This design comes from an exercise in tuning for small area, a short achievable clock period and few clock cycles per item on the open sky130 flow, not from production work. Function was checked by simulation only, so behaviour that the tests miss may differ from the original. Power is estimated from default activity; no workload was simulated.

<file path="flow/config.mk">
export PLATFORM = sky130hd
export DESIGN_NAME = JAM
export DESIGN_NICKNAME = JAM
export VERILOG_FILES = /design/flow/design.v
export SDC_FILE = /design/flow/constraint.sdc
export NUM_CORES = 4
export LEC_CHECK = 0
export CAP_MARGIN = 20
export CORE_MARGIN = 2
export CORE_UTILIZATION = 65
export CTS_CLUSTER_DIAMETER = 60
export CTS_CLUSTER_SIZE = 30
export SLEW_MARGIN = 20
</file>
<file path="flow/constraint.sdc">
create_clock -name core_clock -period 16.0 [get_ports {CLK}]
set_input_delay 3.2000 -clock core_clock [delete_from_list [all_inputs] [get_ports {CLK}]]
set_output_delay 3.2000 -clock core_clock [all_outputs]
set_load 0.01 [all_outputs]
</file>
<file path="flow/design.v">
module JAM (
input CLK,
input RST,
output reg [2:0] W,
output reg [2:0] J,
input [6:0] Cost,
output reg [3:0] MatchCount,
output reg [9:0] MinCost,
output reg Valid );
localparam [6:0] FIRST = 7'd10;
localparam [6:0] LAST = 7'd79;
reg [1:0] ph;
reg [6:0] step;
reg tgt;                    
reg [2:0] xF0, xG0;         
reg [2:0] lpos;             
reg [139:0] Fm, Gm;         
reg [9:0] rom;              
always @(*) begin
    case (step)
        7'd0: rom = {1'b0, 3'd1, 3'd2, 3'd0};
        7'd1: rom = {1'b0, 3'd2, 3'd4, 3'd1};
        7'd2: rom = {1'b0, 3'd3, 3'd1, 3'd2};
        7'd3: rom = {1'b0, 3'd4, 3'd3, 3'd3};
        7'd4: rom = {1'b1, 3'd4, 3'd4, 3'd0};
        7'd5: rom = {1'b1, 3'd5, 3'd0, 3'd2};
        7'd6: rom = {1'b1, 3'd6, 3'd1, 3'd4};
        7'd7: rom = {1'b1, 3'd7, 3'd2, 3'd1};
        7'd8: rom = {1'b1, 3'd0, 3'd3, 3'd3};
        7'd9: rom = {1'b1, 3'd1, 3'd0, 3'd0};
        7'd10: rom = {1'b1, 3'd2, 3'd2, 3'd0};
        7'd11: rom = {1'b1, 3'd3, 3'd4, 3'd2};
        7'd12: rom = {1'b0, 3'd5, 3'd1, 3'd2};
        7'd13: rom = {1'b0, 3'd6, 3'd1, 3'd0};
        7'd14: rom = {1'b0, 3'd7, 3'd3, 3'd2};
        7'd15: rom = {1'b1, 3'd0, 3'd3, 3'd4};
        7'd16: rom = {1'b1, 3'd4, 3'd2, 3'd4};
        7'd17: rom = {1'b1, 3'd1, 3'd2, 3'd1};
        7'd18: rom = {1'b0, 3'd3, 3'd0, 3'd1};
        7'd19: rom = {1'b0, 3'd5, 3'd4, 3'd0};
        7'd20: rom = {1'b0, 3'd2, 3'd2, 3'd2};
        7'd21: rom = {1'b1, 3'd6, 3'd1, 3'd1};
        7'd22: rom = {1'b1, 3'd0, 3'd0, 3'd4};
        7'd23: rom = {1'b1, 3'd7, 3'd4, 3'd3};
        7'd24: rom = {1'b0, 3'd4, 3'd3, 3'd1};
        7'd25: rom = {1'b0, 3'd3, 3'd1, 3'd3};
        7'd26: rom = {1'b0, 3'd1, 3'd0, 3'd2};
        7'd27: rom = {1'b1, 3'd2, 3'd3, 3'd1};
        7'd28: rom = {1'b1, 3'd6, 3'd0, 3'd4};
        7'd29: rom = {1'b1, 3'd5, 3'd2, 3'd3};
        7'd30: rom = {1'b0, 3'd7, 3'd0, 3'd1};
        7'd31: rom = {1'b1, 3'd2, 3'd4, 3'd1};
        7'd32: rom = {1'b1, 3'd3, 3'd4, 3'd3};
        7'd33: rom = {1'b1, 3'd1, 3'd4, 3'd3};
        7'd34: rom = {1'b0, 3'd4, 3'd3, 3'd0};
        7'd35: rom = {1'b1, 3'd2, 3'd1, 3'd3};
        7'd36: rom = {1'b0, 3'd5, 3'd3, 3'd2};
        7'd37: rom = {1'b1, 3'd4, 3'd3, 3'd1};
        7'd38: rom = {1'b0, 3'd1, 3'd2, 3'd4};
        7'd39: rom = {1'b1, 3'd6, 3'd0, 3'd4};
        7'd40: rom = {1'b0, 3'd2, 3'd3, 3'd1};
        7'd41: rom = {1'b1, 3'd1, 3'd2, 3'd4};
        7'd42: rom = {1'b0, 3'd4, 3'd1, 3'd3};
        7'd43: rom = {1'b1, 3'd7, 3'd4, 3'd2};
        7'd44: rom = {1'b1, 3'd5, 3'd4, 3'd0};
        7'd45: rom = {1'b1, 3'd2, 3'd2, 3'd4};
        7'd46: rom = {1'b0, 3'd1, 3'd4, 3'd2};
        7'd47: rom = {1'b1, 3'd3, 3'd4, 3'd0};
        7'd48: rom = {1'b0, 3'd2, 3'd4, 3'd4};
        7'd49: rom = {1'b1, 3'd7, 3'd1, 3'd3};
        7'd50: rom = {1'b0, 3'd6, 3'd0, 3'd1};
        7'd51: rom = {1'b1, 3'd2, 3'd3, 3'd1};
        7'd52: rom = {1'b0, 3'd3, 3'd3, 3'd3};
        7'd53: rom = {1'b1, 3'd1, 3'd0, 3'd1};
        7'd54: rom = {1'b0, 3'd2, 3'd2, 3'd0};
        7'd55: rom = {1'b0, 3'd0, 3'd2, 3'd0};
        7'd56: rom = {1'b1, 3'd3, 3'd4, 3'd3};
        7'd57: rom = {1'b0, 3'd5, 3'd3, 3'd2};
        7'd58: rom = {1'b1, 3'd6, 3'd1, 3'd4};
        7'd59: rom = {1'b0, 3'd7, 3'd4, 3'd4};
        7'd60: rom = {1'b1, 3'd5, 3'd3, 3'd4};
        7'd61: rom = {1'b0, 3'd3, 3'd2, 3'd1};
        7'd62: rom = {1'b1, 3'd4, 3'd0, 3'd4};
        7'd63: rom = {1'b0, 3'd1, 3'd2, 3'd3};
        7'd64: rom = {1'b1, 3'd3, 3'd2, 3'd2};
        7'd65: rom = {1'b0, 3'd5, 3'd1, 3'd0};
        7'd66: rom = {1'b1, 3'd7, 3'd4, 3'd0};
        7'd67: rom = {1'b0, 3'd6, 3'd2, 3'd2};
        7'd68: rom = {1'b1, 3'd5, 3'd1, 3'd4};
        7'd69: rom = {1'b0, 3'd3, 3'd0, 3'd4};
        7'd70: rom = {1'b1, 3'd1, 3'd3, 3'd3};
        7'd71: rom = {1'b0, 3'd5, 3'd0, 3'd1};
        7'd72: rom = {1'b1, 3'd6, 3'd0, 3'd3};
        7'd73: rom = {1'b0, 3'd7, 3'd3, 3'd3};
        7'd74: rom = {1'b0, 3'd4, 3'd2, 3'd3};
        7'd75: rom = {1'b0, 3'd1, 3'd0, 3'd2};
        7'd76: rom = {1'b1, 3'd0, 3'd4, 3'd4};
        7'd77: rom = {1'b0, 3'd0, 3'd4, 3'd4};
        default: rom = {1'b0, 3'd0, 3'd0, 3'd4};
    endcase
end
function [2:0] sub5;        
    input [2:0] a, b;
    begin
        sub5 = (a >= b) ? a - b : a + 3'd5 - b;
    end
endfunction
wire [1:0] phn = ph + 2'd1;
wire endstep = (ph == 2'd3);
wire tgtn = endstep ? rom[9] : tgt;
wire [2:0] xF0n = endstep ? rom[5:3] : xF0;
wire [2:0] xG0n = endstep ? rom[2:0] : xG0;
wire [2:0] mn = tgtn ? xG0n : xF0n;
wire [2:0] pn = sub5(mn, {1'b0, phn} + 3'd1);    
wire [1:0] rn = mn[1:0] - phn - 2'd1;            
wire [2:0] xpFn = sub5(xF0n, {1'b0, phn});       
wire [2:0] xpGn = sub5(xG0n, {1'b0, phn});
function [10:0] sels;
    input [2:0] e;
    input [1:0] p;
    reg a;
    reg [3:0] b;
    reg [2:0] c, d;
    begin
        a = (e == 3'd0);
        case (p)
            2'd0:    b = (e >= 3'd2) ? 4'b0001 : 4'b0010;
            2'd1:    b = (e >= 3'd3) ? 4'b0010 : 4'b0100;
            default: b = (e == 3'd4) ? 4'b0100 : 4'b1000;
        endcase
        if (p == 2'd0) c = (e >= 3'd3) ? 3'b010 : 3'b100;
        else           c = (e >= 3'd2) ? 3'b001 : 3'b010;
        if (p == 2'd2) d = (e >= 3'd3) ? 3'b001 : 3'b010;
        else           d = (e == 3'd4) ? 3'b010 : 3'b100;
        sels = {a, b, c, d};
    end
endfunction
function [1:0] qsel;
    input [2:0] xp;         
    input [1:0] p;
    begin
        qsel = (p == 2'd0) ? 2'd1 : (p == 2'd2 && xp == 3'd4) ? 2'd2 : 2'd0;
    end
endfunction
reg [10:0] sF, sG;
always @(posedge CLK or posedge RST) begin
    if (RST) begin
        ph <= 2'd3;
        step <= 7'h7f;
    end else begin
        ph <= phn;
        if (endstep && !Valid) step <= step + 7'd1;
    end
end
always @(posedge CLK) begin
    W <= {tgtn, rn};
    lpos <= pn;
    if (endstep) begin
        J <= rom[8:6];
        tgt <= rom[9];
        xF0 <= rom[5:3];
        xG0 <= rom[2:0];
    end
    sF <= sels(xpFn, qsel(xpFn, phn));
    sG <= sels(xpGn, qsel(xpGn, phn));
end
integer k, r;
always @(posedge CLK) begin
    for (k = 0; k < 5; k = k + 1)
        for (r = 0; r < 4; r = r + 1) begin
            Fm[(k*4+r)*7 +: 7] <= ((k == r || k == r + 1) && !tgt && W[1:0] == r && lpos == k) ?
                                  Cost : Fm[(((k+1)%5)*4+r)*7 +: 7];
            Gm[(k*4+r)*7 +: 7] <= ((k == r || k == r + 1) &&  tgt && W[1:0] == r && lpos == k) ?
                                  Cost : Gm[(((k+1)%5)*4+r)*7 +: 7];
        end
end
function [8:0] pmin;        
    input [6:0] a0, b1, b0, a1;
    reg [7:0] u, v;
    begin
        u = a0 + b1;
        v = b0 + a1;
        pmin = {u == v, (u < v) ? u : v};
    end
endfunction
function [27:0] pick4;      
    input [3:0] o;
    input [139:0] m;
    begin
        pick4 = ({28{o[0]}} & m[55:28]) | ({28{o[1]}} & m[83:56]) |
                ({28{o[2]}} & m[111:84]) | ({28{o[3]}} & m[139:112]);
    end
endfunction
function [111:0] cols;
    input [10:0] q;
    input [139:0] m;
    begin
        cols[27:0]   = q[10] ? m[55:28] : m[27:0];
        cols[55:28]  = pick4(q[9:6], m);
        cols[83:56]  = pick4({1'b0, q[5:3]}, m);
        cols[111:84] = pick4({q[2:0], 1'b0}, m);
    end
endfunction
wire [111:0] uF = cols(sF, Fm);
wire [111:0] uG = cols(sG, Gm);
reg [8:0] qF01ab, qF23cd, qF01cd, qF23ab;
reg [8:0] qG01ab, qG23cd, qG01cd, qG23ab;
always @(posedge CLK) begin
    qF01ab <= pmin(uF[6:0],    uF[41:35],  uF[34:28],  uF[13:7]);
    qF23cd <= pmin(uF[76:70],  uF[111:105], uF[104:98], uF[83:77]);
    qF01cd <= pmin(uF[62:56],  uF[97:91],  uF[90:84],  uF[69:63]);
    qF23ab <= pmin(uF[20:14],  uF[55:49],  uF[48:42],  uF[27:21]);
    qG01ab <= pmin(uG[6:0],    uG[41:35],  uG[34:28],  uG[13:7]);
    qG23cd <= pmin(uG[76:70],  uG[111:105], uG[104:98], uG[83:77]);
    qG01cd <= pmin(uG[62:56],  uG[97:91],  uG[90:84],  uG[69:63]);
    qG23ab <= pmin(uG[20:14],  uG[55:49],  uG[48:42],  uG[27:21]);
end
function [12:0] part;
    input [8:0] q01ab, q23cd, q01cd, q23ab;
    reg [8:0] v1, v2;
    reg [3:0] c1, c2;
    begin
        v1 = q01ab[7:0] + q23cd[7:0];
        v2 = q01cd[7:0] + q23ab[7:0];
        c1 = (q01ab[8] & q23cd[8]) ? 4'd4 : (q01ab[8] | q23cd[8]) ? 4'd2 : 4'd1;
        c2 = (q01cd[8] & q23ab[8]) ? 4'd4 : (q01cd[8] | q23ab[8]) ? 4'd2 : 4'd1;
        part = (v1 < v2) ? {v1, c1} : (v2 < v1) ? {v2, c2} : {v1, c1 + c2};
    end
endfunction
reg [12:0] pF, pG;          
always @(posedge CLK) begin
    pF <= part(qF01ab, qF23cd, qF01cd, qF23ab);
    pG <= part(qG01ab, qG23cd, qG01cd, qG23ab);
end
function [12:0] accum;
    input [12:0] acc, p;
    begin
        if (p[12:4] < acc[12:4]) accum = p;
        else if (p[12:4] == acc[12:4]) accum = {acc[12:4], acc[3:0] + p[3:0]};
        else accum = acc;
    end
endfunction
reg [12:0] aF, aG;
always @(posedge CLK) begin
    aF <= (ph == 2'd2) ? pF : accum(aF, pF);
    aG <= (ph == 2'd2) ? pG : accum(aG, pG);
end
wire [9:0] tot = aF[12:4] + aG[12:4];
wire [7:0] cprod = aF[3:0] * aG[3:0];
wire merge = (ph == 2'd1) && (step >= FIRST) && (step <= LAST) && !Valid;
always @(posedge CLK) begin
    if (merge) begin
        if (step == FIRST || tot < MinCost) begin
            MinCost <= tot;
            MatchCount <= cprod[3:0];
        end else if (tot == MinCost) begin
            MatchCount <= MatchCount + cprod[3:0];
        end
    end
end
always @(posedge CLK or posedge RST) begin
    if (RST) Valid <= 1'b0;
    else if (merge && step == LAST) Valid <= 1'b1;
end
endmodule
</file>
<file path="flow/flow/run.sh">
#!/bin/bash
# Standard layout, with repair_timing aiming for more setup slack than the
# clock period needs (the SDC and the clock period are the design's), and
# plain buffers on the ports.
set -euo pipefail
bash standard.sh SETUP_SLACK_MARGIN=11.8 "BUFFER_PORTS_ARGS=-buffer_cell sky130_fd_sc_hd__buf_2" finish > standard_make.log 2>&1
</file>
<file path="flow/standard.sh">
#!/bin/bash
# synth_recipe.tcl (not shown) runs the flow's synth.tcl, then flattens the netlist and writes it again
# the make line also repeats each setting of config.mk as NAME=value (left out here)
make -C /OpenROAD-flow-scripts/flow DESIGN_CONFIG=/design/flow/config.mk WORK_HOME=/design/flow/orfs CLKGATE_MAP_FILE= SYNTH_SCRIPT=/design/flow/synth_recipe.tcl "${@:-finish}"
</file>
==> metrics.md, run 1 <==
| Metric | Value |
|---|---|
| CTS H-tree lvls | 2 |
| Drt drc | 0 |
| Fin. max-slew vios | 0 |
| Commonest cells after routing, fill and taps aside | 408 x dfxtp_1, 330 x inv_1, 326 x ha_1 |
| Mapped Area | 27,500 um2 |
| Most used DFF post-synth | dfxtp_1 |
| Hold path depth | 0 |
| Worst Setup End Kind | output pin |
| Post-DRT Antenna Nets | 0 |
| Switching power | roughly 0.0019 W |
| Clock skew | 0.0254 ns |
| CTS tree | built |
| Setup CP Type | reg2out |
| Die H | 210 um |
| CP bufs+invs | 1 |
| Worst r2r dst | qF23ab[7] |
| Clock slew at reported path FFs | 0.08 ns |
| Sw Share | 39.4% |
| Internal power | 0.00293 W |
| Comb power frac | 46.3% |
| Core ar. | 41,900 um2 |
| Vias in the first global route | 21.1k |
| FF+latch count, synth | 465 |
| Minimum clock period | 4.33 ns |
| Critical Path Stages | 1 |
| Relative slew slack | 22.0% |
| Worst Tran Pin Value | 1.17 ns |
| Depth of the worst register-to-register path | 16 |
| Critical Path RT | 12.80 ns |
| Mux contribution to synthesized area | 10.5% |
| CP max-delay cell | edfxtp_1 |
| CP max FO | 2 |
| Flop2flop setup slack | 11.87 ns |
| PD cells | 160 nW/um2 |
| Netlist cell types | 97 |
| Unrepaired setup endpoints after global routing | true |
| CTS Hold Buffers Added | 0 |
| P_leak | about 14 nW |
| Row cnt | 75 |
| Root Driver | clkbuf_16 |
| Routed via count | 21.3k |
| Starting Density | 65.7% |
| Xor-xnor portion of the synthesized cell area | roughly 4.6% |
| Post-Syn Area per Cell | 9.89 um2 |
| Setup TNS | 0 ns |
| Most common cell after layout, fill and taps aside | dfxtp_1 |
| Antenna Cells | 0 |
| Critical path's largest stage delay | around 0.4 ns |
| Outcome | complete, no violations |
| Sink Count | around 470 |
| Top delay family on crit path | flip-flops |
| Critical Path AT | 1.13 ns |
| Power share of the clock group | 21.1% |
| Hold Vio Cnt, Final | 0 |
| Period utilisation layout | about 27% |
| FFs w/ async S/R, synth | 2.15% |
| Compound-gate portion of the synthesized area | 17.8% |
| Drt wl/cell | ~21 um |
| CP Launch Type | flop |
| DRT iter0 DRCs | 2,190 |
| Post-DP Area | 28,000 um2 |
| I/O pin count | 30 |
| Maximum Capacitance Violations | 0 |
| Post-Synth Adder-Cell Area | between 10% and 20% |
| HPWL Detailed | 51.8 mm |
| DR pass1 iterations | 10 |
| Tot GR Track Use | between 30 and 40% |
| Detailed Route WL | 72.2 mm |
| Clk Latency, worst-skew pair | 0.59 ns |
| Port Buffer Count | 29 |
| FF-to-FF Start | sF[10] |
| Hold Startpoint | Fm[2] |
| Yosys Warn Count | 1 |
| Die Wd | 210 um |
| Syn Inst Count | 2,780 |
| Share of layout cells above drive strength 1 | 16.1% |
| Sequential share of the synthesized area | 35.7% |
| Finished Cell Area | 30,200 um2 |
| Sequential power share | between 30% and 40% |
| Hold Path Class | reg2reg |
| First-pass GRT wire length | 113 mm |
| Simple-Gate Fraction of Synth Area | 7.77% |
| # nets final | 3,177 |
| CP Cell Sequence | buf_2 |
| Largest net degree at the start of global routing | 63 |
| DIE AREA | 43,900 um2 |
| Via/cell ratio | 6.31 |
| Initial antenna violation count | 3 |
| Hold endpoint | Fm[114] |
| CTS Buffer Depth | 3 |
| Largest family of logic cells by synthesized area | compound AO/OA/AOI/OAI gates |
| Area delta synth->final | 9.81% |
| Fmax | 0.231 GHz |
| CTS buffer count | 36 |
| Peak supply drop | 0.0998 mV |
| Gr ovfl total | 0 |
| Number of synthesized flops with an enable pin | 43 |
| GPL Wtd Cong | a little over 0.9 |
| Setup-failing EPs final | 0 |
power groups by stage:
| stage | clock, W | sequential [W] | combinational, W |
|---|---|---|---|
| global placement | 0 | 0.00160 | 0.00208 |
| CTS | 0.00103 | 0.00158 | 0.00221 |
| detailed placement | 0 | 0.00160 | 0.00218 |
| finish | 0.00102 | 0.00158 | 0.00224 |
| floorplan | 0 | 0.00153 | 0.00164 |
| global route | 0.00108 | 0.00159 | 0.00250 |
state kept, by name, summed over array words and instances, names as in the netlist, 10 cells and up:
| register | count |
|---|---|
| MinCost | 10 |
| sF | 11 |
| sG | 11 |
| Fm | 140 |
| aG | 13 |
| aF | 13 |
| pF | 13 |
| Gm | 140 |
| pG | 13 |
metal layers:
metal / up-vias / track usage [%] / routed length [um]
met5: - / 0 / 13
met4: 2 / 12.0 / 2490
met2: 936 / 52.4 / 32600
met3: 173 / 5.40 / 6170
met1: 10100 / 43.6 / 30900
li1: 10000 / - / -
cells in the mapped netlist, types with 66 or more instances:
cell type,n,share of area [%]
a21o_1,70,1.9
a21oi_1,152,2.8
a222oi_1,112,4.1
a22oi_1,121,3.3
clkbuf_1,82,1.1
dfxtp_1,412,30
ha_1,330,15
inv_1,334,4.6
mux2_2,185,7.6
nand2_1,121,1.7
nor2_1,92,1.3
o21ai_0,66,1.2
xnor2_1,72,2.3
xor2_1,71,2.3
cell type report:
type / instances / area [um2]
flip-flops and latches: 465 / 9820
fillers: 3097 / 11700
clock inverters: 26 / 428
multi-input cells: 1856 / 16200
well taps: 539 / 674
clock buffers: 38 / 940
repair buffers: 114 / 898
inverters: 336 / 1270
cells by family after synthesis:
group           Yosys count
other cells               1
buf+inv                 460
simple gates            427
mux                     256
xor+xnor                143
fa+ha+maj               359
flops                   465
compound gates          669
worst max path at each step:
| stage | from | to |
|---|---|---|
| after detailed placement | step[2] | sF[7] |
| after floorplan | step[1] | sF[8] |
| after global routing | MinCost[3] | MinCost[3] |
| after CTS | MinCost[0] | MinCost[0] |
| after global placement | step[2] | sF[8] |
| final | MinCost[0] | MinCost[0] |
stage by stage:
stage | power (W) | util [%] | cells | hold slack, ns | worst slack (ns)
6_report | 0.00484 | 72.1 | 3374 | 0.334 | 11.67
3_5_place_dp | 0.00378 | 67.0 | 3260 | 0.333 | 11.23
2_1_floorplan | 0.00317 | - | 2781 | 0.327 | 11.81
4_1_cts | 0.00482 | 71.0 | 3345 | 0.335 | 11.65
5_1_grt | 0.00517 | 72.1 | 3374 | 0.340 | 11.63
3_3_place_gp | 0.00367 | 67.0 | 3260 | 0.330 | 11.33
timing repair:
item	CTS	global route
resized for setup	30	58
gates cloned	1	1
setup buffers	20	28
pin swaps	2	26
endpoints found under the setup margin	84	117
Testbench counts, summed over its fixed seeds: cycles 5,742, tables 18.
==> run 2: changes to the inputs <==
--- a/flow/config.mk
+++ b/flow/config.mk
@@ -5,6 +5,7 @@
 export SDC_FILE = /design/flow/constraint.sdc
 export NUM_CORES = 4
 export LEC_CHECK = 0
+export ABC_AREA = 1
 export CAP_MARGIN = 20
 export CORE_MARGIN = 2
 export CORE_UTILIZATION = 65
==> metrics.md, run 2 <==
| Metric | Value |
|---|---|
| Area delta synth->final | 7.96% |
| Sink Count | around 470 |
| Post-Syn Area per Cell | between 7 and 8 um2 |
| I/O pin count | 30 |
| Most common cell after layout, fill and taps aside | nand2_1 |
| Vias in the first global route | 23.9k |
| PD cells | around 160 nW/um2 |
| Most common library cells after synthesis | 1,035 x nand2_1, 412 x dfxtp_1, 396 x inv_1 |
| Row cnt | 75 |
| Clock skew | 0.0244 ns |
| DIE AREA | 43,900 um2 |
| DR pass1 iterations | 6 |
| Netlist cell types | 55 |
| Biggest area consumer among synthesized cells | dfxtp_1 |
| Registers with the most flip-flops | Fm (140), Gm (140) |
| Mapped Area | around 27,000 um2 |
| Post-Place Setup Slack | 11.30 ns |
| HPWL Detailed | 56.8 mm |
| Hold Vio Cnt, Final | 0 |
| Die H | ~210 um |
| Port Buffer Count | 29 |
| Top delay family on crit path | flip-flops |
| DRT iter0 DRCs | approximately 2.0k |
| Unrepaired setup endpoints after global routing | true |
| CTS Buffer Depth | 3 |
| Minimum clock period | around 4.4 ns |
| Peak supply drop | ~0.11 mV |
| CTS buffer count | 37 |
| Post-DRT Antenna Nets | 0 |
| Fin. max-slew vios | 0 |
| Top-count cell post-synth | nand2_1 |
| Starting Density | 65.6% |
| Most used DFF post-synth | dfxtp_1 |
| Yosys Warn Count | 1 |
| FF-to-FF Start | sG[6] |
| First-pass GRT wire length | roughly 120 mm |
| Critical Path Stages | 1 |
| CP max-delay cell | edfxtp_1 |
| Critical Path Sink | MinCost[7] |
| Drt wl/cell | 18.7 um |
| Setup TNS | 0 ns |
| Via/cell ratio | between 5 and 6 |
| GPL Wtd Cong | just under 1 |
| Die Wd | 210 um |
| Relative slew slack | 27.7% |
| FFs w/ async S/R, synth | 2.15% |
| Critical Path AT | ~1.2 ns |
| Fmax | 0.228 GHz |
| CP Cell Sequence | buf_2 |
| Gr ovfl total | 0 |
| Crit path launch | MinCost[7] |
| Non-filler cells, final | 4,147 |
| CP Launch Type | flop |
| P_leak | 14.6 nW |
| Worst r2r dst | qG01ab[3] |
| Worst Tran Pin Value | about 1.1 ns |
| CTS tree | built |
| Drt drc | 0 |
| Fillers | 3,345 |
| Worst Setup Slack, final | 11.62 ns |
| CTS Hold Buffers Added | 0 |
| Commonest cells after routing, fill and taps aside | 1,034 x nand2_1, 408 x dfxtp_1, 391 x inv_1 |
| Root Driver | clkbuf_16 |
| Antenna Cells | 0 |
| FF+latch count, synth | about 470 |
| Detailed Route WL | between 70 and 80 mm |
| Maximum Capacitance Violations | 0 |
| Critical Path RT | 12.80 ns |
| Post-DP Area | 28,000 um2 |
| Routed via count | between 20k and 25k |
| Initial antenna violation count | 0 |
| Tot GR Track Use | roughly 35% |
| Yosys top cell area share | between 30% and 40% |
| Worst Setup End Kind | output pin |
| Sequential share of the synthesized area | 35.7% |
| Clk Latency, worst-skew pair | 0.59 ns |
| Placed cells | 4,054 |
| Depth of the worst register-to-register path | 18 |
| # nets final | 3,947 |
| CTS H-tree lvls | 2 |
| Hold Path Class | reg2reg |
| Outcome | complete, no violations |
| Total Power | 0.00461 W |
| Core ar. | roughly 42,000 um2 |
| CP bufs+invs | 1 |
| Largest net degree at the start of global routing | 56 |
| Share of layout cells above drive strength 1 | 6.51% |
| Period utilisation layout | 27.4% |
| Flop2flop setup slack | 12.09 ns |
| Critical path's largest stage delay | ~0.42 ns |
| Number of synthesized flops with an enable pin | 43 |
| CP max FO | 2 |
| Synth area leaders | dfxtp_1 30%, ha_1 15%, nand2_1 14%, inv_1 5.4%, o21ai_0 4.9% |
| Clock slew at reported path FFs | 0.09 ns |
| Finished Cell Area | 29,700 um2 |
| Setup-failing EPs final | 0 |
| Syn Inst Count | 3,581 |
| Setup CP Type | reg2out |
## run 2: cell types whose count changed in the layout (fill, tap and decap cells not counted), sizes merged, moves of 52 or more
cell	change
a21o	-53
a222oi	-112
a22oi	-121
inv	+73
mux2	-166
mux2i	-63
nand2	+928
nand3	+174
nor2b	-52
o21ai	+206
## run 2: per-stage QoR
step           hold slack [ns]  util [%]
4_1_cts                  0.345      70.5
3_5_place_dp             0.334      66.8
2_1_floorplan            0.326         -
3_3_place_gp             0.331      66.8
6_report                 0.346      70.9
5_1_grt                  0.351      70.9
## run 2: cell type report
cell class / instances / area (um2) / area share (%)
clock buffer: 43 / 1010 / 3.41
multi-input combinational: 2588 / 15700 / 52.8
sequential: 465 / 9820 / 33.1
clock inverter: 25 / 385 / 1.30
inverter: 411 / 1580 / 5.31
tap: 539 / 674 / 2.27
timing repair buffer: 76 / 537 / 1.81
## run 2: repair_timing
action	4_1_cts	5_1_grt
endpoints found under the setup margin	35	77
resized for setup	15	15
pin swaps	0	1
buffers inserted	14	11
## run 2: worst min-delay path by stage
stage / from / to / slack [ns] / cells after the start
6_report: Fm[13] / Fm[125] / 0.35 / 0
5_1_grt: Gm[14] / Gm[126] / 0.35 / 0
4_1_cts: Fm[13] / Fm[125] / 0.34 / 0
3_5_place_dp: Fm[2] / Fm[114] / 0.33 / 0
3_3_place_gp: Fm[6] / Fm[118] / 0.33 / 0
2_1_floorplan: Fm[8] / Fm[120] / 0.33 / 0
## run 2: report_power, final
part           internal, W  switching (W)
Clock             0.000540       0.000505
Sequential         0.00143       0.000120
Combinational     0.000708        0.00130
Total              0.00268        0.00193
## run 2: kinds of logic (layout without fill, tap and decap cells)
| kind of cell | count (synthesis) | after routing | share of synthesized area (%) |
|---|---|---|---|
| other | 1 | 2 | 0.0137 |
| DFF | 465 | 465 | 35.7 |
| adders and majority gates | 359 | 359 | 17.1 |
| and+or+nand+nor | 1461 | 1461 | 21.9 |
| AOI/OAI and AO/OA | 605 | 605 | 12.4 |
| buffers and inverters | 529 | 555 | 7.49 |
| muxes | 22 | 22 | 0.897 |
| xor gates and xnor gates | 139 | 139 | 4.43 |
## run 2: routing by layer
metal | routed length [um] | global-route usage (%) | up-vias
li1 | - | - | 11700
met1 | 31100 | 42.5 | 11300
met2 | 35600 | 59.4 | 1009
met3 | 5820 | 6.33 | 272
met4 | 4810 | 21.2 | 0
met5 | 0 | 0 | -
==> run 3: changes to the inputs <==
==> flow/flow/run.sh (replaced) <==
#!/bin/bash
# Standard layout, with repair_timing aiming for more setup slack than the
# clock period needs (the SDC and the clock period are the design's), plain
# buffers on the ports, and adders left to ABC (no half/full-adder cell mapping).
set -euo pipefail
bash standard.sh SETUP_SLACK_MARGIN=11.8 "BUFFER_PORTS_ARGS=-buffer_cell sky130_fd_sc_hd__buf_2" ADDER_MAP_FILE= finish > standard_make.log 2>&1
--- a/flow/config.mk
+++ b/flow/config.mk
@@ -5,7 +5,6 @@
 export SDC_FILE = /design/flow/constraint.sdc
 export NUM_CORES = 4
 export LEC_CHECK = 0
-export ABC_AREA = 1
 export CAP_MARGIN = 20
 export CORE_MARGIN = 2
 export CORE_UTILIZATION = 65
==> metrics.md, run 3 <==
| Metric | Value |
|---|---|
| Drt drc | 0 |
| Fin. max-slew vios | 0 |
| Area delta synth->final | 10.1% |
| Worst Setup Slack, final | ~12 ns |
| Setup-failing EPs final | 0 |
| Area of the multi-input gates | 15,500 um2 |
| Critical Path AT | 1.12 ns |
| Worst Setup End Kind | output pin |
| Maximum Capacitance Violations | 0 |
| Die H | roughly 200 um |
| Most common library cells after synthesis | 412 x dfxtp_1, 283 x xnor2_1, 205 x nand2_1 |
| Met2 Usage GRT | 53.3% |
| Most common cell after layout, fill and taps aside | dfxtp_1 |
| PD cells | 151 nW/um2 |
| Share of layout cells above drive strength 1 | roughly 15% |
| Unrepaired setup endpoints after global routing | true |
| CP Launch Type | flop |
| Biggest area consumer among synthesized cells | dfxtp_1 |
| Critical path's largest stage delay | 0.40 ns |
| Post-Syn Area per Cell | between 9 and 10 um2 |
| Root Driver | clkbuf_16 |
| Critical Path RT | 12.80 ns |
| Vias in the first global route | 20.6k |
| GRT met1 Usage | 44.9% |
| Starting Density | between 60% and 70% |
| Most used DFF post-synth | dfxtp_1 |
| Sequential share of the synthesized area | between 30% and 40% |
| # nets final | 2,760 |
| Outcome | complete, no violations |
| Power share of the clock group | 22.3% |
| Initial antenna violation count | 1 |
| Sink Count | 465 |
| Internal power | between 0.002 and 0.003 W |
| Met3 GRT Util | ~6.0% |
| Antenna Cells | 0 |
| Clk Latency, worst-skew pair | just under 0.6 ns |
| Fillers | about 2.9k |
| CTS tree | built |
| Post-DRT Antenna Nets | 0 |
| FFs w/ async S/R, synth | approximately 2.2% |
| Minimum clock period | 4.32 ns |
| Comb power frac | 40.4% |
| CTS H-tree lvls | 2 |
| Syn Inst Count | ~2.7k |
| Via/cell ratio | 6.57 |
| Switching power | ~0.0017 W |
| DRT iter0 DRCs | between 2k and 3k |
| Yosys top cell area share | 31.7% |
| Core ar. | 39,500 um2 |
| Sequential power share | 37.3% |
| Drt wl/cell | between 20 and 25 um |
| HPWL Detailed | 50.3 mm |
| Gr ovfl total | 0 |
| Peak supply drop | 0.108 mV |
| Synth area leaders | dfxtp_1 32%, xnor2_1 9.5%, mux2_2 5.9%, edfxtp_1 5.0%, a222oi_1 4.2% |
| Tot GR Track Use | around 34% |
| Row cnt | 73 |
| Largest net degree at the start of global routing | 47 |
| CP max-delay cell | edfxtp_1 |
| Top delay family on crit path | flip-flops |
| Worst Tran Pin Value | ~1.1 ns |
| First-pass GRT wire length | around 110 mm |
| Port Buffer Count | 29 |
| Total Power | 0.00433 W |
| Top-count cell post-synth | dfxtp_1 |
| Die Wd | 204 um |
| Hold Path Class | reg2reg |
| I/O pin count | 30 |
| P_leak | 11.1 nW |
| Placed cells | 3,187 |
| Setup CP Type | reg2out |
| Commonest cells after routing, fill and taps aside | 405 x dfxtp_1, 280 x xnor2_1, 205 x nand2_1 |
| Mapped Area | 26,000 um2 |
| Busiest grt layer | met2 |
| Clock slew at reported path FFs | ~0.08 ns |
| Hold path depth | 0 |
| Depth of the worst register-to-register path | 12 |
| Critical Path Stages | 1 |
| Relative slew slack | ~24% |
| Setup TNS | 0 ns |
| Sw Share | about two fifths |
| CTS Hold Buffers Added | 0 |
| Registers with the most flip-flops | Fm (140), Gm (140) |
| Netlist cell types | 93 |
| FF+latch count, synth | 465 |
| Post-Place Setup Slack | 11.61 ns |
| Non-filler cells, final | 3,304 |
| CP max FO | 2 |
| CP Cell Sequence | buf_2 |
| CTS Buffer Depth | 3 |
| DIE AREA | 41,600 um2 |
| Fmax | roughly 0.23 GHz |
| Detailed Route WL | 72.8 mm |
| Routed via count | 21.7k |
| Yosys Warn Count | 1 |
| Hold Vio Cnt, Final | 0 |
| FF/Latch Area | 9830 um2 |
| Period utilisation layout | 27.0% |
| CTS buffer count | 36 |
| CP bufs+invs | 1 |
| Clock skew | 0.0428 ns |
| Number of synthesized flops with an enable pin | 43 |
| GPL Wtd Cong | 0.932 |
| DR pass1 iterations | 10 |
run 3: cell count changes after synthesis, moves of 115 or more:
cell	delta
nand2_1	-830
ha_1	-330
inv_1	-305
xnor2_1	+233
o21ai_0	-171
nand3_1	-160
mux2_2	+115
run 3: cells by family after synthesis:
family / share of synthesized area [%]
compound gates: 18.5
xor+xnor: 14.3
fa+ha+maj: 4.88
buf+inv: 3.61
flops: 37.7
mux: 9.55
other cells: 0.0144
simple gates: 11.4
run 3: worst paths after layout:
path / start / endpoint / slack, ns
max in group asynchronous: RST / step[6] / 13.04
hold reg to reg: Fm[13] / Fm[125] / 0.34
min in group asynchronous: RST / Valid / 2.64
setup / recovery: MinCost[5] / MinCost[5] / 11.68
setup reg to reg: step[0] / lpos[2] / 11.88
hold / removal: Fm[13] / Fm[125] / 0.34
run 3: per-layer routing:
metal	vias up	wire (um)
met2	1009	32300
met1	10400	31000
met4	2	2670
met3	175	6770
li1	10100	-
met5	-	10
run 3: stage by stage:
stage / area, um2 / utilization, % / hold WS [ns]
floorplan: 26000 / - / 0.324
CTS: 27900 / 70.6 / 0.338
global route: 28600 / 72.3 / 0.348
detailed placement: 26400 / 66.8 / 0.334
global placement: 26400 / 66.8 / 0.330
finish: 28600 / 72.3 / 0.343
run 3: power by group through the flow:
stage | combinational (W) | clock [W] | sequential, W
after global routing | 0.00191 | 0.00101 | 0.00163
final | 0.00175 | 0.000966 | 0.00162
after CTS | 0.00168 | 0.000974 | 0.00161
after detailed placement | 0.00166 | 0 | 0.00164
after global placement | 0.00161 | 0 | 0.00163
after floorplan | 0.00140 | 0 | 0.00153
run 3: final cells by class:
| type | count | share of cell area (%) |
|---|---|---|
| Tap cell | 525 | 2.30 |
| Multi-Input combinational cell | 2049 | 54.2 |
| Sequential cell | 465 | 34.4 |
| Timing Repair Buffer | 106 | 3.54 |
| Clock buffer | 38 | 3.32 |
| Inverter | 93 | 1.22 |
| Clock inverter | 28 | 1.06 |
run 3: timing repair:
| action | 4_1_cts | 5_1_grt |
|---|---|---|
| gates cloned | 0 | 4 |
| resized for setup | 27 | 86 |
| pin swaps | 2 | 14 |
| buffers inserted | 21 | 26 |
| endpoints found under the setup margin | 74 | 96 |
==> run 4: changes to the inputs <==
--- a/flow/config.mk
+++ b/flow/config.mk
@@ -8,6 +8,6 @@
 export CAP_MARGIN = 20
 export CORE_MARGIN = 2
 export CORE_UTILIZATION = 65
-export CTS_CLUSTER_DIAMETER = 60
-export CTS_CLUSTER_SIZE = 30
+export CTS_CLUSTER_DIAMETER = 70
+export CTS_CLUSTER_SIZE = 32
 export SLEW_MARGIN = 20
==> metrics.md, run 4 <==
| Metric | Value |
|---|---|
| Outcome | complete, no violations |
| Vias in the first global route | 20.6k |
| Hold Path Class | reg2reg |
| CTS H-tree lvls | 1 |
| CP Launch Type | flop |
| Routed via count | 21.7k |
| Netlist cell types | 93 |
| CP Cell Sequence | buf_2 |
| Depth of the worst register-to-register path | 14 |
| Area delta synth->final | 10.1% |
| Most used DFF post-synth | dfxtp_1 |
| Biggest area consumer among synthesized cells | dfxtp_1 |
| Power share of the clock group | a little over a fifth |
| Yosys top cell area share | 31.7% |
| Setup-failing EPs final | 0 |
| Worst Tran Pin Value | roughly 1.2 ns |
| Critical Path AT | 1.18 ns |
| Critical Path Stages | 1 |
| Post-Syn Area per Cell | 9.45 um2 |
| Top-count cell post-synth | dfxtp_1 |
| Worst r2r dst | qG23cd[4] |
| Share of layout cells above drive strength 1 | around 15% |
| Synth area leaders | dfxtp_1 32%, xnor2_1 9.5%, mux2_2 5.9%, edfxtp_1 5.0%, a222oi_1 4.2% |
| I/O pin count | 30 |
| Fin. max-slew vios | 0 |
| Root Driver | clkbuf_16 |
| Via/cell ratio | approximately 6.6 |
| CTS tree | built |
| Clock skew | roughly 0.034 ns |
| Syn Inst Count | 2,749 |
| Sink Count | between 400 and 500 |
| Unrepaired setup endpoints after global routing | true |
| Finished Cell Area | 28,600 um2 |
| Yosys Warn Count | 1 |
| Tot GR Track Use | 33.4% |
| Fmax | 0.228 GHz |
| Largest net degree at the start of global routing | 47 |
| Drt wl/cell | 22.2 um |
| Critical path's largest stage delay | around 0.4 ns |
| Internal power | roughly 0.0026 W |
| Drt drc | 0 |
| Fillers | 2,913 |
| CTS Buffer Depth | 3 |
| Number of synthesized flops with an enable pin | 43 |
| Registers with the most flip-flops | Fm (140), Gm (140) |
| Maximum Capacitance Violations | 0 |
| Critical Path RT | 12.80 ns |
| Row cnt | 73 |
| GPL Wtd Cong | 0.932 |
| Top delay family on crit path | flip-flops |
| Sw Share | 39.4% |
| Switching power | 0.00169 W |
| PD cells | about 150 nW/um2 |
| Worst Setup End Kind | output pin |
| Gr ovfl total | 0 |
| Detailed Route WL | 73.0 mm |
| Commonest cells after routing, fill and taps aside | 404 x dfxtp_1, 282 x xnor2_1, 205 x nand2_1 |
| DRT iter0 DRCs | 2,830 |
| Relative slew slack | 18.8% |
| Minimum clock period | 4.38 ns |
| Worst Setup Slack, final | roughly 12 ns |
| DIE AREA | 41,600 um2 |
| DR pass1 iterations | 12 |
| Most common cell after layout, fill and taps aside | dfxtp_1 |
| Clock slew at reported path FFs | around 0.1 ns |
| Sequential power share | 37.8% |
| Flop2flop setup slack | ~12 ns |
| Die H | 204 um |
| Mapped Area | 26,000 um2 |
| HPWL Detailed | 50.3 mm |
| CP max-delay cell | edfxtp_1 |
| Starting Density | 65.7% |
| CP max FO | 2 |
| Most common library cells after synthesis | 412 x dfxtp_1, 283 x xnor2_1, 205 x nand2_1 |
| Peak supply drop | 0.130 mV |
| Port Buffer Count | 29 |
| FFs w/ async S/R, synth | 2.15% |
| First-pass GRT wire length | 111 mm |
| Sequential share of the synthesized area | a little under two fifths |
| Hold Vio Cnt, Final | 0 |
| Initial antenna violation count | 0 |
| FF+latch count, synth | 465 |
| Clk Latency, worst-skew pair | about 0.63 ns |
| Comb power frac | 40.6% |
| FF-to-FF Start | sG[3] |
| Setup TNS | 0 ns |
| Post-Place Setup Slack | between 10 and 15 ns |
| # nets final | 2,756 |
| Post-DRT Antenna Nets | 0 |
| CP bufs+invs | 1 |
| Antenna Cells | 0 |
| Period utilisation layout | 27.4% |
| Critical Path Sink | MinCost[3] |
| CTS buffer count | 30 |
| P_leak | 11.0 nW |
| Setup CP Type | reg2out |
| Post-DP Area | 26,400 um2 |
| Core ar. | 39,500 um2 |
| Fin util | 72.3% |
| Die Wd | 204 um |
| Crit path launch | MinCost[3] |
-- run 4: per-stage QoR --
step	total power, W	hold WS [ns]	cells
finish	0.00428	0.347	3295
global route	0.00451	0.348	3295
CTS	0.00422	0.343	3263
detailed placement	0.00330	0.334	3187
global placement	0.00323	0.330	3187
floorplan	0.00293	0.324	2750
-- run 4: what timing repair did --
item	in CTS	in global routing
gates cloned	0	5
pin swaps	2	16
setup buffers	21	27
gates resized for setup	30	88
hold buffers	0	0
setup endpoints to repair	75	95
-- run 4: power groups by stage --
stage,clock [W],sequential (W),combinational (W)
after detailed placement,0,0.00164,0.00166
after global placement,0,0.00163,0.00161
after global routing,0.000972,0.00163,0.00190
after CTS,0.000932,0.00161,0.00168
after floorplan,0,0.00153,0.00140
final,0.000924,0.00161,0.00174
-- run 4: layer usage --
layer  share of wire (%)  routed length [um]  vias to the layer above  GRT usage [%]
met4                 3.2                2320                        0           12.9
met1                  42               31000                    10400           45.1
met5                   0                   0                        -              0
met3                 9.3                6820                      169           5.44
met2                  45               32900                     1054           53.6
li1                    -                   -                    10100              -
-- run 4: cells by family (layout without fill, tap and decap cells) --
kind of cell / Yosys count / count (layout) / share of synthesized area, %
buf+inv: 236 / 256 / 3.61
fa+ha+maj: 123 / 123 / 4.88
compound gates: 657 / 657 / 18.5
mux: 229 / 229 / 9.55
flops: 465 / 465 / 37.7
xor+xnor: 410 / 410 / 14.3
other cells: 1 / 2 / 0.0144
simple gates: 628 / 628 / 11.4
-- run 4: area by class of cell --
cell class | count | area [um2] | area share, %
well taps | 525 | 657 | 2.30
repair buffers | 108 | 1050 | 3.67
multi-input cells | 2049 | 15500 | 54.2
inverters | 93 | 349 | 1.22
clock buffers | 30 | 751 | 2.62
flip-flops and latches | 465 | 9840 | 34.4
clock inverters | 25 | 448 | 1.57
-- run 4: worst min-delay path by stage --
stage          startpoint  endpoint  depth (start not counted)
3_3_place_gp        Fm[5]   Fm[117]                          0
3_5_place_dp        Fm[5]   Fm[117]                          0
5_1_grt            Fm[20]   Fm[132]                          0
6_report           Fm[20]   Fm[132]                          0
2_1_floorplan       Gm[3]   Gm[115]                          0
4_1_cts            Fm[20]   Fm[132]                          0
==> run 5: changes to the inputs <==
==> flow/flow/run.sh (replaced) <==
#!/bin/bash
# Standard layout, with repair_timing aiming for more setup slack than the
# clock period needs (the SDC and the clock period are the design's), plain
# buffers on the ports, and adders left to ABC (no half/full-adder cell mapping).
set -euo pipefail
bash standard.sh SETUP_SLACK_MARGIN=11.6 "BUFFER_PORTS_ARGS=-buffer_cell sky130_fd_sc_hd__buf_2" ADDER_MAP_FILE= finish > standard_make.log 2>&1
--- a/flow/config.mk
+++ b/flow/config.mk
@@ -8,6 +8,6 @@
 export CAP_MARGIN = 20
 export CORE_MARGIN = 2
 export CORE_UTILIZATION = 65
-export CTS_CLUSTER_DIAMETER = 70
-export CTS_CLUSTER_SIZE = 32
+export CTS_CLUSTER_DIAMETER = 60
+export CTS_CLUSTER_SIZE = 30
 export SLEW_MARGIN = 20
==> metrics.md, run 5 <==
| Metric | Value |
|---|---|
| Outcome | complete, no violations |
| Post-DRT Antenna Nets | 0 |
| CTS Hold Buffers Added | 0 |
| Critical Path RT | 12.80 ns |
| Registers with the most flip-flops | Fm (140), Gm (140) |
| Detailed Route WL | 71.0 mm |
| Placed cells | approximately 3.2k |
| Netlist cell types | 93 |
| Total Power | between 0.004 and 0.005 W |
| Biggest area consumer among synthesized cells | dfxtp_1 |
| Commonest cells after routing, fill and taps aside | 408 x dfxtp_1, 283 x xnor2_1, 205 x nand2_1 |
| Most common cell after layout, fill and taps aside | dfxtp_1 |
| Die Wd | 204 um |
| Worst Setup Slack, final | between 10 and 15 ns |
| Post-Place Setup Slack | about 12 ns |
| CP max FO | 5 |
| Period utilisation layout | 27.3% |
| Xor-xnor portion of the synthesized cell area | 14.3% |
| Setup CP Type | reg2out |
| Number of synthesized flops with an enable pin | 43 |
| Peak supply drop | 0.108 mV |
| Die H | between 200 and 250 um |
| DRT iter0 DRCs | 2,674 |
| FFs w/ async S/R, synth | 2.15% |
| Largest family of logic cells by synthesized area | compound AO/OA/AOI/OAI gates |
| # nets final | 2,726 |
| Compound-gate portion of the synthesized area | 18.5% |
| Fmax | 0.229 GHz |
| Post-Synth Adder-Cell Area | 4.88% |
| CTS tree | built |
| PD cells | approximately 150 nW/um2 |
| Worst hold slack | approximately 0.34 ns |
| HPWL Detailed | ~50 mm |
| Via/cell ratio | 6.56 |
| Sink Count | 465 |
| Hold Path Class | reg2reg |
| Routed via count | approximately 21k |
| Vias in the first global route | roughly 20k |
| Clk Latency, worst-skew pair | ~0.6 ns |
| Flop2flop setup slack | 11.74 ns |
| Yosys top cell area share | 31.7% |
| GPL Wtd Cong | 0.932 |
| CP Cell Sequence | buf_2 |
| Clock slew at reported path FFs | 0.08 ns |
| First-pass GRT wire length | approximately 110 mm |
| Worst Tran Pin Value | 1.08 ns |
| Unrepaired setup endpoints after global routing | false |
| Mapped Area | 26,000 um2 |
| Syn Inst Count | approximately 2.7k |
| Port Buffer Count | 29 |
| Maximum Capacitance Violations | 0 |
| FF+latch count, synth | between 400 and 500 |
| CTS buffer count | 36 |
| CP bufs+invs | 1 |
| CP Launch Type | flop |
| Clock skew | around 0.043 ns |
| Top delay family on crit path | flip-flops |
| Share of layout cells above drive strength 1 | 13.0% |
| Simple-Gate Fraction of Synth Area | 11.4% |
| Drt wl/cell | 21.7 um |
| Most common library cells after synthesis | 412 x dfxtp_1, 283 x xnor2_1, 205 x nand2_1 |
| Hold Vio Cnt, Final | 0 |
| Worst Setup End Kind | output pin |
| Starting Density | 65.7% |
| Top-count cell post-synth | dfxtp_1 |
| Area delta synth->final | 7.43% |
| Gr ovfl total | 0 |
| Most used DFF post-synth | dfxtp_1 |
| P_leak | roughly 11 nW |
| DR pass1 iterations | 11 |
| Critical Path AT | 1.17 ns |
| Root Driver | clkbuf_16 |
| Non-filler cells, final | about 3.3k |
| Core ar. | 39,500 um2 |
| Critical path's largest stage delay | 0.44 ns |
| Relative slew slack | 28.1% |
| Initial antenna violation count | 1 |
| Setup TNS | 0 ns |
| Fin. max-slew vios | 0 |
| Row cnt | 73 |
| Minimum clock period | around 4.4 ns |
| CTS H-tree lvls | 2 |
| Post-Syn Area per Cell | 9.45 um2 |
| CP max-delay cell | dfxtp_2 |
| Setup-failing EPs final | 0 |
| Tot GR Track Use | 33.4% |
| CTS Buffer Depth | 3 |
| Yosys Warn Count | 1 |
| Largest net degree at the start of global routing | 47 |
| Mux contribution to synthesized area | 9.55% |
| Sequential share of the synthesized area | 37.7% |
| I/O pin count | 30 |
| Drt drc | 0 |
| Antenna Cells | 0 |
| Synth area leaders | dfxtp_1 32%, xnor2_1 9.5%, mux2_2 5.9%, edfxtp_1 5.0%, a222oi_1 4.2% |
| DIE AREA | 41,600 um2 |
run 5: cell counts after synthesis:
Identical to the previous run, type by type.
run 5: timing repair:
item / CTS / global route
endpoints found under the setup margin: 12 / 63
pin swaps: 0 / 4
buffers inserted: 6 / 11
resized for setup: 5 / 24
run 5: final timing paths:
check / from / to / depth (start not counted)
setup / recovery: W[1] / W[1] / 1
hold / removal: Fm[13] / Fm[125] / 0
setup reg to reg: sF[7] / qF01ab[3] / 13
hold reg to reg: Fm[13] / Fm[125] / 0
max in group asynchronous: RST / step[6] / 2
min in group asynchronous: RST / Valid / 2
run 5: stage by stage:
| stage | utilization [%] | area, um2 |
|---|---|---|
| after global routing | 70.6 | 27900 |
| final | 70.6 | 27900 |
| after detailed placement | 66.8 | 26400 |
| after global placement | 66.8 | 26400 |
| after floorplan | - | 26000 |
| after CTS | 70.1 | 27700 |
run 5: cell type report:
class | instances | area (um2)
multi-input combinational | 2049 | 15300
fill | 3024 | 11600
sequential | 465 | 9810
clock buffer | 38 | 951
tap | 525 | 657
timing repair buffer | 72 | 515
inverter | 93 | 349
clock inverter | 28 | 303
run 5: power breakdown:
part	leakage [nW]	switching (W)	internal (W)
registers	4.01	0.000208	0.00141
clock network	0.604	0.000496	0.000467
logic	6.17	0.000949	0.000750
total	10.8	0.00165	0.00262
run 5: cell families (layout without fill, tap and decap cells):
kind of cell	after synthesis	in the layout
and+or+nand+nor	628	628
adders and majority gates	123	123
muxes	229	229
other	1	2
AOI/OAI and AO/OA	657	657
buffers and inverters	236	231
xor gates and xnor gates	410	410
DFF	465	465
run 5: per-layer routing:
layer,part of all wire [%],GRT usage (%)
met1,43,44.8
met2,44,53.2
met3,9.1,5.92
met4,3.7,14.1
met5,0.014,0

[what the ideal ports hide]
The flow's constraints put no driver on any port. The routed layouts listed below were extracted and timed again, unchanged, in two steps.
Step 1: set_driving_cell puts a clkbuf_16 on CLK and a buf_2 on each other input, an assumption about the parent block.
Step 2 adds t to the input delays and takes it off the output delays; t is the mean of the earliest and latest rising clock arrival at the registers after step 1. Input paths then give back, and output paths get back, about the clock's delay inside the block.
Slacks: no drivers / after step 1 / after step 2; pairs: no drivers / after step 1.
| run | t, ns | setup slack, ns | hold slack, ns | worst setup path after step 2 | worst register clock-pin slew, ns |
|---|---|---|---|---|---|
| run 1 | 0.629 | 11.667 / 11.612 / 11.873 | 0.334 / 0.334 / 0.334 | register to register | 0.10 / 0.10 |
| run 2 | 0.635 | 11.623 / 11.567 / 11.738 | 0.346 / 0.346 / 0.346 | input to register | 0.10 / 0.10 |
| run 3 | 0.627 | 11.676 / 11.620 / 11.879 | 0.343 / 0.343 / 0.343 | register to register | 0.10 / 0.10 |
| run 4 | 0.671 | 11.618 / 11.562 / 11.812 | 0.347 / 0.347 / 0.347 | register to register | 0.12 / 0.12 |
| run 5 | 0.627 | 11.631 / 11.575 / 11.741 | 0.335 / 0.335 / 0.335 | register to register | 0.10 / 0.10 |
After both steps setup and hold are still met in every run listed.
